This design comes from an exercise in tuning for small area and a short achievable clock period on the open sky130 flow, not from production work. The RTL of this run was laid out without a check of its function. Power figures rest on the tool's default switching activity, not on a simulated workload.

==> flow/design.v <==
`timescale 1ns / 1ps
module ALU(
    input clk,
    input reset,
    input [31:0] A,
    input [31:0] B,
    input [3:0] ALU_control,
    output reg [31:0] result,
    output Z,
    output reg N,
    output reg C,
    output reg V
    );
    wire [3:0] op = ALU_control;
    wire op_addsub = (op[3:1] == 3'b000);
    wire op_or   = (op == 4'b0010);
    wire op_and  = (op == 4'b0011);
    wire op_xor  = (op == 4'b0100);
    wire op_sll  = (op == 4'b0101);
    wire op_srl  = (op == 4'b0110);
    wire op_slt  = (op == 4'b0111);
    wire op_sltu = (op == 4'b1000);
    wire inv = op[3] | (op[0] & ~(op[1] & ~op[2]));
    wire [31:0] bx = B ^ {32{inv}};
    wire [31:0] p, gn, tn;
    genvar k;
    generate for (k = 0; k < 32; k = k + 1) begin : g_pg
        alu_pg u (.a(A[k]), .b(bx[k]), .p(p[k]), .gn(gn[k]), .tn(tn[k]));
    end endgenerate
    wire [31:0] sum;
    wire cout;
    alu_add u_add (.p(p), .gn(gn), .tn(tn), .cin(inv), .sum(sum), .cout(cout));
    wire ltu = ~cout;
    wire lts = (A[31] ^ B[31]) ? A[31] : ~cout;
    wire lt = (op_slt & lts) | (op_sltu & ltu);
    wire [31:0] y;
    alu_shr u_shr (.a(A), .s(B[4:0]), .left(op[0]), .y(y));
    wire sel_s = op_addsub;
    wire sel_p = op_xor | op_or;
    wire nsel_g = ~(op_and | op_or);
    wire [31:0] r;
    generate for (k = 0; k < 32; k = k + 1) begin : g_r
        wire n1, n2, n3, n4;
        alu_a2bb2oi u1 (.an(gn[k]), .bn(nsel_g), .c(sel_p), .d(p[k]), .y(n1));
        alu_aoi22 u2 (.a(sel_s), .b(sum[k]), .c(op_srl), .d(y[k]), .y(n2));
        alu_nand2 u3 (.a(op_sll), .b(y[31 - k]), .y(n3));
        if (k == 0) begin : g_b0
            alu_and2b u4 (.a(n1), .bn(lt), .y(n4));
            alu_nand3 u5 (.a(n4), .b(n2), .c(n3), .y(r[k]));
        end else begin : g_bn
            alu_nand3 u5 (.a(n1), .b(n2), .c(n3), .y(r[k]));
        end
    end endgenerate
    wire c_w = op_addsub & cout;
    wire v_w = op_addsub & (A[31] == bx[31]) & (sum[31] != A[31]);
    reg zero_ok;
    assign Z = zero_ok & ~|result;
    always @(posedge clk or posedge reset) begin
        if (reset) begin
            result <= 32'b0;
            zero_ok <= 1'b0;
            N <= 1'b0;
            C <= 1'b0;
            V <= 1'b0;
        end else begin
            result <= r;
            zero_ok <= 1'b1;
            N <= r[31];
            C <= c_w;
            V <= v_w;
        end
    end
endmodule
module alu_pg(input a, input b, output p, output gn, output tn);
    alu_nand2 u1 (.a(a), .b(b), .y(gn));
    alu_nor2 u2 (.a(a), .b(b), .y(tn));
    alu_and2b u3 (.a(gn), .bn(tn), .y(p));
endmodule
module alu_add(
    input [31:0] p,
    input [31:0] gn,
    input [31:0] tn,
    input cin,
    output [31:0] sum,
    output cout
    );
    function integer pc(input integer x);
        integer t;
        begin
            pc = 0;
            for (t = 0; t < 6; t = t + 1) pc = pc + ((x >> t) & 1);
        end
    endfunction
    wire [31:0] gg [0:5];
    wire [31:0] tt [0:5];
    wire [31:0] ggx [0:4];
    wire [31:0] ttx [0:4];
    wire g0n;
    alu_g0 u_g0 (.gn(gn[0]), .tn(tn[0]), .cin(cin), .y(g0n));
    assign gg[0] = {gn[31:1], g0n};
    assign tt[0] = tn;
    genvar k, i;
    generate
        for (k = 0; k < 5; k = k + 1) begin : g_lvl
            for (i = 0; i < 32; i = i + 1) begin : g_inv
                alu_inv ug (.a(gg[k][i]), .y(ggx[k][i]));
                alu_inv ut (.a(tt[k][i]), .y(ttx[k][i]));
            end
            for (i = 0; i < 32; i = i + 1) begin : g_bit
                if ((i >> k) & 1) begin : g_node
                    localparam integer J = ((i >> k) << k) - 1;
                    localparam integer PI = (1 + pc(i % (1 << k))) & 1;
                    localparam integer PJ = (1 + k) & 1;
                    wire gl = (PI == PJ) ? gg[k][J] : ggx[k][J];
                    wire tl = (PI == PJ) ? tt[k][J] : ttx[k][J];
                    if (PI == 0) begin : g_t
                        alu_gt u (.gh(gg[k][i]), .th(tt[k][i]), .gl(gl), .y(gg[k + 1][i]));
                    end else begin : g_i
                        alu_gi u (.gh(gg[k][i]), .th(tt[k][i]), .gl(gl), .y(gg[k + 1][i]));
                    end
                    if (i < (1 << (k + 1))) begin : g_go
                        assign tt[k + 1][i] = 1'b0;
                    end else if (PI == 0) begin : g_tt
                        alu_nand2 v (.a(tt[k][i]), .b(tl), .y(tt[k + 1][i]));
                    end else begin : g_ti
                        alu_nor2 v (.a(tt[k][i]), .b(tl), .y(tt[k + 1][i]));
                    end
                end else begin : g_pass
                    assign gg[k + 1][i] = gg[k][i];
                    assign tt[k + 1][i] = tt[k][i];
                end
            end
        end
        assign sum[0] = p[0] ^ cin;
        for (i = 1; i < 32; i = i + 1) begin : g_sum
            if ((1 + pc(i - 1)) & 1) begin : g_n
                assign sum[i] = ~(p[i] ^ gg[5][i - 1]);
            end else begin : g_p
                assign sum[i] = p[i] ^ gg[5][i - 1];
            end
        end
    endgenerate
    assign cout = (1 + pc(31)) & 1 ? ~gg[5][31] : gg[5][31];
endmodule
module alu_g0(input gn, input tn, input cin, output y);
    assign y = gn & (tn | ~cin);
endmodule
module alu_gt(input gh, input th, input gl, output y);
    assign y = ~(gh | (th & gl));
endmodule
module alu_gi(input gh, input th, input gl, output y);
    assign y = ~(gh & (th | gl));
endmodule
module alu_inv(input a, output y);
    assign y = ~a;
endmodule
module alu_nand2(input a, input b, output y);
    assign y = ~(a & b);
endmodule
module alu_nor2(input a, input b, output y);
    assign y = ~(a | b);
endmodule
module alu_and2b(input a, input bn, output y);
    assign y = a & ~bn;
endmodule
module alu_nand3(input a, input b, input c, output y);
    assign y = ~(a & b & c);
endmodule
module alu_aoi22(input a, input b, input c, input d, output y);
    assign y = ~((a & b) | (c & d));
endmodule
module alu_a2bb2oi(input an, input bn, input c, input d, output y);
    assign y = ~((~an & ~bn) | (c & d));
endmodule
module alu_shr(
    input [31:0] a,
    input [4:0] s,
    input left,
    output [31:0] y
    );
    wire nleft = ~left;
    wire [4:0] ns = ~s;
    wire [31:0] t [0:5];
    genvar i, k;
    generate
        for (i = 0; i < 32; i = i + 1) begin : g_in
            alu_aoi22 u (.a(left), .b(a[31 - i]), .c(nleft), .d(a[i]), .y(t[0][i]));
        end
        for (k = 0; k < 5; k = k + 1) begin : g_st
            for (i = 0; i < 32; i = i + 1) begin : g_b
                if (i + (1 << k) < 32) begin : g_m
                    alu_aoi22 u (.a(s[k]), .b(t[k][i + (1 << k)]), .c(ns[k]), .d(t[k][i]), .y(t[k + 1][i]));
                end else if (k % 2 == 0) begin : g_f0
                    alu_nor2 u (.a(s[k]), .b(t[k][i]), .y(t[k + 1][i]));
                end else begin : g_f1
                    alu_nand2 u (.a(ns[k]), .b(t[k][i]), .y(t[k + 1][i]));
                end
            end
        end
    endgenerate
    assign y = t[5];
endmodule
==> flow/flow/run.sh <==
#!/bin/bash
# The standard ORFS layout, with these changes: before the floorplan repair
# every gate gets its smallest size (flow/pre_fp.tcl), and port buffers use
# the smallest buffer.
set -euo pipefail
bash standard.sh \
  "PRE_FLOORPLAN_TCL=$PWD/flow/pre_fp.tcl" \
  "BUFFER_PORTS_ARGS=-buffer_cell sky130_fd_sc_hd__buf_1" \
  finish > flow_make.log 2>&1
==> flow/flow/pre_fp.tcl <==
# Run before ORFS's floorplan repair: remove the synthesis buffers and give
# every cell the smallest drive strength of its kind; the repair steps that
# follow size up only what timing needs.
remove_buffers
set n 0
foreach inst [get_cells *] {
  set cell [get_property $inst ref_name]
  if {![regexp {^(sky130_fd_sc_hd__[a-z0-9]+)_([0-9]+)$} $cell -> base drive]} { continue }
  if {[string match "*dfr*" $base] || [string match "*df*" $base]} { continue }
  set best $cell
  set best_area [get_property [get_lib_cells */$cell] area]
  foreach lc [get_lib_cells */${base}_*] {
    set name [get_property $lc name]
    if {![regexp "^${base}_\[0-9\]+\$" $name]} { continue }
    if {[get_property $lc dont_use]} { continue }
    set a [get_property $lc area]
    if {$a < $best_area} { set best $name; set best_area $a }
  }
  if {$best ne $cell} {
    replace_cell $inst $best
    incr n
  }
}
puts "pre_fp: downsized $n cells"
==> flow/standard.sh <==
#!/bin/bash
# synth_recipe.tcl (not shown) runs the flow's synth.tcl, then flattens the netlist and writes it again
# the make line also repeats each setting of config.mk as NAME=value (left out here)
make -C /OpenROAD-flow-scripts/flow DESIGN_CONFIG=/design/flow/config.mk WORK_HOME=/design/flow/orfs CLKGATE_MAP_FILE= SYNTH_SCRIPT=/design/flow/synth_recipe.tcl "${@:-finish}"
==> flow/config.mk <==
export PLATFORM = sky130hd
export DESIGN_NAME = ALU
export DESIGN_NICKNAME = ALU
export VERILOG_FILES = /design/flow/design.v
export SDC_FILE = /design/flow/constraint.sdc
export NUM_CORES = 4
export LEC_CHECK = 0
export CAP_MARGIN = 20
export CORE_MARGIN = 2
export CORE_UTILIZATION = 40
export GPL_TIMING_DRIVEN = 0
export SETUP_SLACK_MARGIN = 2
export SLEW_MARGIN = 20
export SYNTH_HIERARCHICAL = 1
export SYNTH_MINIMUM_KEEP_SIZE = 0
==> flow/constraint.sdc <==
create_clock -name core_clock -period 5.5 [get_ports {clk}]
set_input_delay 1.1000 -clock core_clock [delete_from_list [all_inputs] [get_ports {clk}]]
set_output_delay 1.1000 -clock core_clock [all_outputs]
set_load 0.01 [all_outputs]
==> summary.txt <==
routing by layer:
layer / routed length [um] / vias up / part of all wire, %
met3: 1860 / 41 / 8.7
met1: 9210 / 3164 / 43
met5: 0 / - / 0
met2: 9860 / 379 / 46
met4: 533 / 0 / 2.5
li1: - / 3062 / -
per-stage QoR:
stage	instance area [um2]	setup slack (ns)	setup TNS, ns	util (%)
3_5_place_dp	5790	0.403	0	48.0
4_1_cts	6330	1.82	0	52.5
5_1_grt	6800	1.73	0	56.4
6_report	6800	1.81	0	56.4
3_3_place_gp	5640	-0.264	-1.98	46.7
2_1_floorplan	5030	1.41	0	-
sequential cells by signal, indices dropped and copies added, names as in the netlist:
signal / count
result: 31
C: 1
zero_ok: 1
V: 1
N: 1
cells in the final DEF, fill, tap and decap left out, drive strengths merged, types with 2 or more instances in the layout:
cell	count
nand3	33
nor2b	34
a2bb2oi	32
a22oi	193
inv	34
nand2	91
nor2	88
nor4b	2
buf	155
xor2	16
nand4	2
dfrtp	35
xnor2	50
a21oi	32
clkbuf	8
o21ai	48
nor3	3
clkinvlp	6
nor4	6
worst paths after layout:
kind / startpoint / endpoint / slack (ns)
max: ALU_control[1] / result[29]$_DFF_PP0_ / 1.81
min: reset / result[0]$_DFF_PP0_ / 0.90
max in group asynchronous: reset / result[12]$_DFF_PP0_ / 4.15
min in group core_clock: ALU_control[2] / C$_DFF_PP0_ / 1.22
cell type report:
class                           count  area, um2  area share (%)
Inverter                           37        155            2.28
Clock inverter                      2       35.0           0.515
Tap cell                          168        210            3.09
Timing Repair inverter              3       20.0           0.294
Timing Repair Buffer              159        970            14.3
Multi-Input combinational cell    642       4390            64.6
Clock buffer                        6        139            2.04
Sequential cell                    35        876            12.9
critical path, delay by kind of cell:
kind,cells,cell delay (ns)
xor gates and xnor gates,2,0.29
and+or+nand+nor,5,0.67
AOI/OAI and AO/OA,6,1.00
buffers and inverters,5,0.71
report_power, final:
part	internal (mW)	total [mW]	switching, mW	leakage, nW
sequential	0.290	0.306	0.0160	0.461
combinational	0.356	0.892	0.536	2.16
clock	0.225	0.319	0.0944	0.0868
what timing repair did:
| action | in CTS | in global routing |
|---|---|---|
| buffers inserted | 22 | 18 |
| pin swaps | 19 | 36 |
| hold buffers | 0 | 0 |
| endpoints found under the setup margin | 34 | 33 |
| gates resized for setup | 42 | 69 |
| gates cloned | 2 | 4 |
==> flow_summary.json <==
{
  "grt_use_total_pct": 29.7,
  "portBuffers": 105,
  "cp-start-kind": "input pin",
  "leakagePower_nw": 2.70,
  "ir_worst_vdd_mv": 0.108,
  "cp_data_arrival_time_ns": 3.81,
  "cp-end-kind": "flop",
  "die_h_um": 115,
  "drive_gt1_share_pct": 19.1,
  "clock_tree.root_cell": "clkbuf_16",
  "dpl.hpwl_um": 15500,
  "slew_headroom_pct": 35.4,
  "period_needed_ns": 3.69,
  "dr_total_vias": 6646,
  "grt_pass1_vias": 5593,
  "drt-total-wl_um": 21500,
  "fmax_mhz": 271,
  "drv_slew": 0,
  "outcome": "finished clean",
  "grt_overflow": 0,
  "hold_class": "input pin to asynchronous set/reset pin",
  "fin_nets": 953,
  "grt_pass1_wl_um": 30500,
  "antenna_found_initial": 0,
  "finalCritPeriodShare_pct": 67.0,
  "met3_usage_pct": 1.95,
  "path_max_fanout": 6,
  "area_delta_synth_final_pct": 37.4,
  "dieArea_um2": 13300,
  "path_cells": "buf_12 > nor2b_4 > nor2_4 > nor2_4 > buf_6 > buf_4 > xnor2_1 > nor2_1 > o21ai_2 > a21oi_4 > o21ai_4 > a21oi_4 > buf_4 > buf_4 > o21ai_2 > xor2_1 > a22oi_1 > nand3_1",
  "start_util_pct": 41.0,
  "dr.first_iter.drc_count": 807,
  "dp_cells": 998,
  "antenna_cells": 0,
  "required_ns": 5.62,
  "grt_max_degree": 36,
  "num_io_pins": 106,
  "core_um2": 12100,
  "fin_hold_ws_ns": 0.902,
  "routabilityCongestion": 0.936,
  "slowest_stage": "a21oi_4",
  "cts_tree": "done",
  "wl_per_cell_um": 20.4,
  "top_usage_layer": "met2",
  "cts_buffers": 5,
  "syn-num-nets": 784,
  "crit_type": "input pin to flop",
  "die_w_um": 115,
  "grt_setup_unrepaired": "true",
  "hold_viol_final": 0,
  "cts_sinks": 35,
  "fin_cells": 1052,
  "drcViolationCount": 0,
  "drt_pass1_iterations": 9,
  "syn_avg_cell_area_um2": 6.93,
  "finalSetupViolations": 0,
  "ant_nets": 0,
  "tightestPinTransition_ns": 0.969,
  "cts_buffer_depth": 2,
  "yosys_warnings": 9,
  "pwr_density_cell_nw_per_um2": 223,
  "synth_cells": 714,
  "gr-usage-met1_pct": 43.3,
  "cts_max_level": 2,
  "netlist_area_um2": 4950,
  "crit_top_cell": "buf_4",
  "vias_per_cell": 6.32,
  "max_stage_delay_ns": 0.26,
  "design_power_total_mw": 1.52,
  "nFillCells": 1173,
  "drv_cap": 0,
  "grt_util_met2_pct": 47.6,
  "num_rows": 40,
  "cts.clk_slew.worst_paths_ns": 0.05
}

port drivers added, routing unchanged:
How much do the figures lean on ideal ports? The routed layout below was timed once more, with nothing changed but the port constraints.
Step 1 sets driving cells, clkbuf_16 on the clock port and buf_2 on the other inputs (assumed; they add their load-dependent delay and slew).
Step 2 adds t to the input delays and takes it off the output delays; t is the mean of the earliest and latest rising clock arrival at the registers after step 1. Input paths then give back, and output paths get back, about the clock's delay inside the block.
a / b / c = ideal ports / drivers / drivers and shift; a / b = the first two.
t, ns: 0.305
setup slack, ns: 1.814 / 1.650 / 1.345
worst setup path at the end: input to register
clock arrival spread, ns: 0.003 / 0.003
After both steps setup and hold are still met in this run. The setup slack of this run moves by -0.164 ns with the drivers and by -0.469 ns with both steps.
